Context: an optimization exercise on an open-source flow, tuned for a short achievable clock period and few clock cycles. The choices shown serve that exercise and are no tape-out recipe. In this exercise RTL edits were held to simulation tests only and were not proved equivalent to the original.

==> 10-12 <==
Design MIPS, start of the top module:
module MIPS(
	input clk, rst,
	output [31:0] imem_addr,
	input  [31:0] imem_rdata,
	output [31:0] dmem_addr,
	output [31:0] dmem_wdata,
	output dmem_we,
	input  [31:0] dmem_rdata);
==> flow/config.mk <==
export PLATFORM = sky130hd
export DESIGN_NAME = MIPS
export DESIGN_NICKNAME = MIPS
export VERILOG_FILES = /design/flow/design.v
export SDC_FILE = /design/flow/constraint.sdc
export NUM_CORES = 4
export LEC_CHECK = 0
export CAP_MARGIN = 40
export CORE_MARGIN = 2
export CORE_UTILIZATION = 40
export SLEW_MARGIN = 30
export SYNTH_HIERARCHICAL = 1
==> flow/constraint.sdc <==
create_clock -name core_clock -period 100.0 [get_ports {clk}]
set_input_delay 20.0000 -clock core_clock [delete_from_list [all_inputs] [get_ports {clk}]]
set_output_delay 20.0000 -clock core_clock [all_outputs]
set_load 0.01 [all_outputs]
run.sh (not shown) runs the stock make flow with config.mk's settings and CLKGATE_MAP_FILE= SYNTH_SCRIPT=/design/flow/synth_recipe.tcl, a recipe that flattens the netlist after the stock synthesis.
==> 01-23: changes against 10-12 <==
--- a/flow/design.v
+++ b/flow/design.v
@@ -329,29 +329,31 @@
 	input  [31:0] dmem_rdata);
   genvar gi;
   integer i;
   reg [31:0] pa, pb;            
   reg [7:0]  pq;                
   reg [31:0] pa_o, pb_o;        
-  reg [31:0] pq_o;              
+  reg [15:0] pq_o;              
   reg        e_rw, e_we, e_mult, e_div;
   reg [31:0] e_a, e_b, e_op2, e_imm, e_pc4;
-  reg [15:0] e_alo, e_ahi0, e_ahi1;   
-  reg        e_ac, e_ac2;             
+  reg [7:0]  e_alo, e_am0, e_am1;
+  reg        e_c8, e_c8b, e_c16_0, e_c16_1;
+  reg [15:0] e_ahi0, e_ahi1;
   reg [4:0]  e_rd;
   reg        e_add, e_sub, e_and, e_or, e_xor, e_sgt, e_lui, e_link, e_hi, e_lo, e_load;
   wire [31:0] hi, lo;
   wire [31:0] rf [0:31];
   wire [31:0] pc = (&pq) ? pa : pb;
   genvar gb;
   generate
     for (gb = 0; gb < 4; gb = gb + 1) begin : g_ia
-      assign imem_addr[8*gb+7:8*gb] = (&pq_o[8*gb+7:8*gb]) ? pa_o[8*gb+7:8*gb] : pb_o[8*gb+7:8*gb];
+      assign imem_addr[8*gb+7:8*gb] = (&pq_o[4*gb+3:4*gb]) ? pa_o[8*gb+7:8*gb] : pb_o[8*gb+7:8*gb];
     end
   endgenerate
-  assign dmem_addr  = {e_ac2 ? e_ahi1[15:8] : e_ahi0[15:8], e_ac ? e_ahi1[7:0] : e_ahi0[7:0], e_alo};
+  wire a_c16 = e_c8b ? e_c16_1 : e_c16_0;
+  assign dmem_addr  = {a_c16 ? e_ahi1 : e_ahi0, e_c8 ? e_am1 : e_am0, e_alo};
   assign dmem_wdata = e_b;
   assign dmem_we    = e_we;
   wire [31:0] alu;
   alu32 u_alu(.a(e_a), .b(e_op2), .imm(e_imm[15:0]), .pc4(e_pc4), .hi(hi), .lo(lo),
               .s_add(e_add), .s_sub(e_sub), .s_and(e_and), .s_or(e_or), .s_xor(e_xor),
               .s_sgt(e_sgt), .s_lui(e_lui), .s_link(e_link), .s_hi(e_hi), .s_lo(e_lo),
@@ -414,16 +416,18 @@
                rv[11], rv[10], rv[9], rv[8], rv[7], rv[6], rv[5], rv[4], rv[3], rv[2], rv[1]}), .y(rf_a));
   rfsel u_selb(.sel(rt), .rf0(32'b0), .rfv({rv[31], rv[30], rv[29], rv[28], rv[27], rv[26], rv[25], rv[24],
                rv[23], rv[22], rv[21], rv[20], rv[19], rv[18], rv[17], rv[16], rv[15], rv[14], rv[13], rv[12],
                rv[11], rv[10], rv[9], rv[8], rv[7], rv[6], rv[5], rv[4], rv[3], rv[2], rv[1]}), .y(rf_b));
   wire [31:0] d_a = rf_a;
   wire [31:0] d_b = rf_b;
-  wire [15:0] d_alo;
-  wire        d_ac;
-  ksadd #(16) u_addr(.a(d_a[15:0]), .b(ir[15:0]), .cin(1'b0), .s(d_alo), .cout(d_ac));
-  wire        d_ac2 = (d_a[15] & ir[15]) | ((d_a[15] ^ ir[15]) & ~d_alo[15]);
+  wire [7:0]  d_alo, d_am0, d_am1;
+  wire        d_c8, d_c16_0, d_c16_1;
+  ksadd #(8) u_addr(.a(d_a[7:0]), .b(ir[7:0]), .cin(1'b0), .s(d_alo), .cout(d_c8));
+  ksadd #(8) u_am0(.a(d_a[15:8]), .b(ir[15:8]), .cin(1'b0), .s(d_am0), .cout(d_c16_0));
+  ksadd #(8) u_am1(.a(d_a[15:8]), .b(ir[15:8]), .cin(1'b1), .s(d_am1), .cout(d_c16_1));
+  wire        d_c8b = (d_a[7] & ir[7]) | ((d_a[7] ^ ir[7]) & ~d_alo[7]);
   wire [15:0] d_ahi0, d_ahi1;
   hisel #(16) u_ahi(.h(d_a[31:16]), .s(ir[15]), .h0(d_ahi0), .h1(d_ahi1));
   wire [31:0] pc4 = pc + 32'd4;
   wire [15:0] bt_lo;
   wire        bt_c;
   ksadd #(16) u_btgt(.a(pc4[17:2]), .b(ir[15:0]), .cin(1'b0), .s(bt_lo), .cout(bt_c));
@@ -460,19 +464,21 @@
     end
   end
   wire [31:0] pc_ft = jb_hit ? {jb_hit_tgt, 2'b00} : pc4;
   wire [31:0] pc_fast = stall ? pc : (d_j | d_jal) ? jtgt : pc_ft;
   wire [31:0] bit_eq = ~(d_a ^ d_b);
   wire [7:0]  d_pq;
-  wire [31:0] d_pq_o;
+  wire [15:0] d_pq_o;
   wire [63:0] bit_eq2 = {bit_eq, bit_eq};
   generate
     for (gi = 0; gi < 8; gi = gi + 1) begin : g_eq
       assign d_pq[gi]   = bit_eq[gi] & bit_eq[gi + 8] & bit_eq[gi + 16] & bit_eq[gi + 24];
-      for (gb = 0; gb < 4; gb = gb + 1) begin : g_eqo
-        assign d_pq_o[8 * gb + gi] = &bit_eq2[4 * gi + gb + 3 : 4 * gi + gb];
+    end
+    for (gi = 0; gi < 4; gi = gi + 1) begin : g_eqo
+      for (gb = 0; gb < 4; gb = gb + 1) begin : g_eqb
+        assign d_pq_o[4 * gb + gi] = &bit_eq2[8 * gi + 2 * gb + 7 : 8 * gi + 2 * gb];
       end
     end
   endgenerate
   wire [31:0] pc_nt = d_jr ? d_a : pc_fast;
   wire [13:0] pc_eq_h0 = d_beq ? bt_h0 : pc_nt[31:18];
   wire [13:0] pc_eq_h1 = d_beq ? bt_h1 : pc_nt[31:18];
@@ -504,14 +510,18 @@
     pq_o   <= d_pq_o;
     e_a    <= d_a;
     e_b    <= d_b;
     e_op2  <= (d_addi | d_slti) ? simm : d_b;
     e_imm  <= simm;
     e_alo  <= d_alo;
-    e_ac   <= d_ac;
-    e_ac2  <= d_ac2;
+    e_am0  <= d_am0;
+    e_am1  <= d_am1;
+    e_c8   <= d_c8;
+    e_c8b  <= d_c8b;
+    e_c16_0 <= d_c16_0;
+    e_c16_1 <= d_c16_1;
     e_ahi0 <= d_ahi0;
     e_ahi1 <= d_ahi1;
     e_pc4  <= pc4;
     e_rd   <= d_dest;
     e_add  <= d_add | d_addi;
     e_sub  <= d_sub;
@@ -538,16 +548,20 @@
   wire [31:0] m [0:7];
   generate
     for (g = 0; g < 8; g = g + 1) begin : g_m
       assign m[g] = sel[1] ? (sel[0] ? r[4*g+3] : r[4*g+2]) : (sel[0] ? r[4*g+1] : r[4*g]);
     end
   endgenerate
-  wire [7:0] oh = 8'b1 << sel[4:2];
+  wire [7:0] oh;
+  dec3 u_dec(.s(sel[4:2]), .oh(oh));
   assign y = ({32{oh[0]}} & m[0]) | ({32{oh[1]}} & m[1]) | ({32{oh[2]}} & m[2]) | ({32{oh[3]}} & m[3])
            | ({32{oh[4]}} & m[4]) | ({32{oh[5]}} & m[5]) | ({32{oh[6]}} & m[6]) | ({32{oh[7]}} & m[7]);
 endmodule
+module dec3(input [2:0] s, output [7:0] oh);
+  assign oh = 8'b1 << s;
+endmodule
 module alu32(input [31:0] a, b, input [15:0] imm, input [31:0] pc4, hi, lo,
   input s_add, s_sub, s_and, s_or, s_xor, s_sgt, s_lui, s_link, s_hi, s_lo,
   output [31:0] y);
   assign y =
       ({32{s_add}}  & (a + b))
     | ({32{s_sub}}  & (a - b))
@@ -557,70 +571,77 @@
     | ({32{s_sgt}}  & {31'b0, (a > b)})
     | ({32{s_lui}}  & {imm, 16'b0})
     | ({32{s_link}} & pc4)
     | ({32{s_hi}}   & hi)
     | ({32{s_lo}}   & lo);
 endmodule
-module muldiv #(parameter STEPS = 8) (
+module muldiv (
   input clk, rst, start_mul, start_div,
   input [31:0] a, b,
   output reg busy,
   output last,
   output reg [31:0] hi, lo);
-  localparam CYC = (32 + STEPS - 1) / STEPS;
+  localparam R4 = 6;
   reg        is_div;
   reg [31:0] sq, sr, sd;
-  reg [5:0]  cnt;
+  reg [33:0] sd3;
+  reg [1:0]  cnt;
   wire [63:0] prod;
   mul32 u_mul(.a(sq), .b(sd), .p(prod));
-  wire [31:0] qs [0:STEPS];
-  wire [31:0] rs [0:STEPS];
+  wire [33:0] d3_new;
+  ksadd #(34) u_d3(.a({2'b0, b}), .b({1'b0, b, 1'b0}), .cin(1'b0), .s(d3_new), .cout());
+  wire [31:0] qs [0:R4];
+  wire [31:0] rs [0:R4];
   assign qs[0] = sq;
   assign rs[0] = sr;
   genvar k;
   generate
-    for (k = 0; k < STEPS; k = k + 1) begin : g_step
-      wire [32:0] t;
-      wire ge;
-      ksadd #(33) u(.a({rs[k], qs[k][31]}), .b(~{1'b0, sd}), .cin(1'b1), .s(t), .cout(ge));
-      assign rs[k+1] = ge ? t[31:0] : {rs[k][30:0], qs[k][31]};
-      assign qs[k+1] = {qs[k][30:0], ge};
+    for (k = 0; k < R4; k = k + 1) begin : g_step
+      wire [33:0] x = {rs[k], qs[k][31:30]};
+      wire [33:0] t1, t2, t3;
+      wire ge1, ge2, ge3;
+      ksadd #(34) u1(.a(x), .b(~{2'b0, sd}), .cin(1'b1), .s(t1), .cout(ge1));
+      ksadd #(34) u2(.a(x), .b(~{1'b0, sd, 1'b0}), .cin(1'b1), .s(t2), .cout(ge2));
+      ksadd #(34) u3(.a(x), .b(~sd3), .cin(1'b1), .s(t3), .cout(ge3));
+      assign rs[k+1] = ge3 ? t3[31:0] : ge2 ? t2[31:0] : ge1 ? t1[31:0] : x[31:0];
+      assign qs[k+1] = {qs[k][29:0], ge2, ge3 | (ge1 & ~ge2)};
     end
   endgenerate
-  assign last = busy & (~is_div | (cnt == CYC - 1));
+  assign last = busy & (~is_div | (cnt == 2'd2));
   always @(posedge clk) begin
     if (start_mul | start_div) begin
-      sq <= a;
-      sr <= 32'b0;
-      sd <= b;
+      sq  <= a;
+      sr  <= 32'b0;
+      sd  <= b;
+      sd3 <= d3_new;
     end else if (busy) begin
-      sq <= qs[STEPS];
-      sr <= rs[STEPS];
+      sq <= qs[R4];
+      sr <= rs[R4];
     end
     if (last) begin
       if (is_div) begin
-        hi <= qs[STEPS];
-        lo <= rs[STEPS];
+        hi <= qs[4];
+        lo <= rs[4];
       end else begin
         hi <= prod[63:32];
         lo <= prod[31:0];
       end
     end
   end
   always @(posedge clk or posedge rst) begin
     if (rst) begin
       busy   <= 1'b0;
       is_div <= 1'b0;
-      cnt    <= 6'd0;
+      cnt    <= 2'd0;
     end else if (start_mul | start_div) begin
       busy   <= 1'b1;
       is_div <= start_div;
-      cnt    <= 6'd0;
+      cnt    <= 2'd0;
     end else if (busy) begin
       busy <= ~last;
-      cnt  <= cnt + 6'd1;
+      cnt  <= cnt + 2'd1;
     end
   end
 endmodule
 module ksadd #(parameter W = 32) (input [W-1:0] a, b, input cin, output [W-1:0] s, output cout);
   wire [W-1:0] g, t, x;
   ks_gt  #(W) u_gt(.a(a), .b(b), .g(g), .t(t));
==> flow/flow/run.sh (new file) <==
#!/bin/bash
# The standard layout (the standard.sh, unchanged synthesis), with these
# differences in how timing repair works; the clock period and constraints
# are the design's:
#  - the repair steps are asked to leave a setup margin well above zero, so
#    they keep improving the paths to and from the ports;
#  - the port buffers are buf_8 cells, and repair may resize cells across
#    footprints.
# make's full output goes to standard_make.log here; ORFS keeps each step's
# own log under orfs/logs.
set -euo pipefail
bash standard.sh SETUP_SLACK_MARGIN=78.5 MATCH_CELL_FOOTPRINT=0 \
  "BUFFER_PORTS_ARGS=-buffer_cell sky130_fd_sc_hd__buf_8" finish > standard_make.log 2>&1
==> flow/standard.sh (new file) <==
#!/bin/bash
# synth_recipe.tcl (not shown) runs the flow's synth.tcl, then flattens the netlist and writes it again
# the make line also repeats each setting of config.mk as NAME=value (left out here)
make -C /OpenROAD-flow-scripts/flow DESIGN_CONFIG=/design/flow/config.mk WORK_HOME=/design/flow/orfs CLKGATE_MAP_FILE= SYNTH_SCRIPT=/design/flow/synth_recipe.tcl "${@:-finish}"
==> flow/config.mk (replaced) <==
export PLATFORM = sky130hd
export DESIGN_NAME = MIPS
export DESIGN_NICKNAME = MIPS
export VERILOG_FILES = /design/flow/design.v
export SDC_FILE = /design/flow/constraint.sdc
export NUM_CORES = 4
export LEC_CHECK = 0
export CAP_MARGIN = 40
export CORE_MARGIN = 2
export CORE_UTILIZATION = 45
export SLEW_MARGIN = 30
export SYNTH_HIERARCHICAL = 1
removed: flow/run.sh
==> impl_metrics.toml <==
[outcome]
status = "timing/DRC/antenna clean"

[layout]
final_area_um2 = 221000

[placement]
place_congestion = 1.03
the above is filed under 01-23

==> impl_metrics.toml <==
[outcome]
status = "timing/DRC/antenna clean"

[layout]
final_area_um2 = 184000

[placement]
place_congestion = 1.05

[power_and_ir_drop]
the above is filed under 10-12

Testbench counts of 10-12, summed over its fixed seeds: cycles 28,997.
Testbench counts of 01-23, summed over its fixed seeds: cycles 28,907.

[what the ideal ports hide]
No port has a modelled driver above. Below, the same layouts with a new extraction and two added sets of constraints.
Step 1 sets driving cells, clkbuf_16 on the clock port and buf_2 on the other inputs (assumed; they add their load-dependent delay and slew).
Step 2 also shifts input and output timing later by t, the mid clock arrival at the registers, as if the neighbouring blocks saw the same clock.
Three values: no drivers, after step 1, after step 2; two values: the first two.
run	t, ns	slack for setup (ns)	hold slack, ns	worst setup path at the end	clock arrival spread, ns
10-12	0.994	73.983 / 73.983 / 73.983	0.475 / 0.475 / 0.475	register to register	0.149 / 0.150
01-23	0.993	77.635 / 77.472 / 76.479	0.462 / 0.462 / 0.462	input to register	0.140 / 0.139
After both steps setup and hold are still met in every run listed. For 01-23, which loses most, drivers alone change the setup slack by -0.163 ns; drivers and shift together by -1.156 ns.
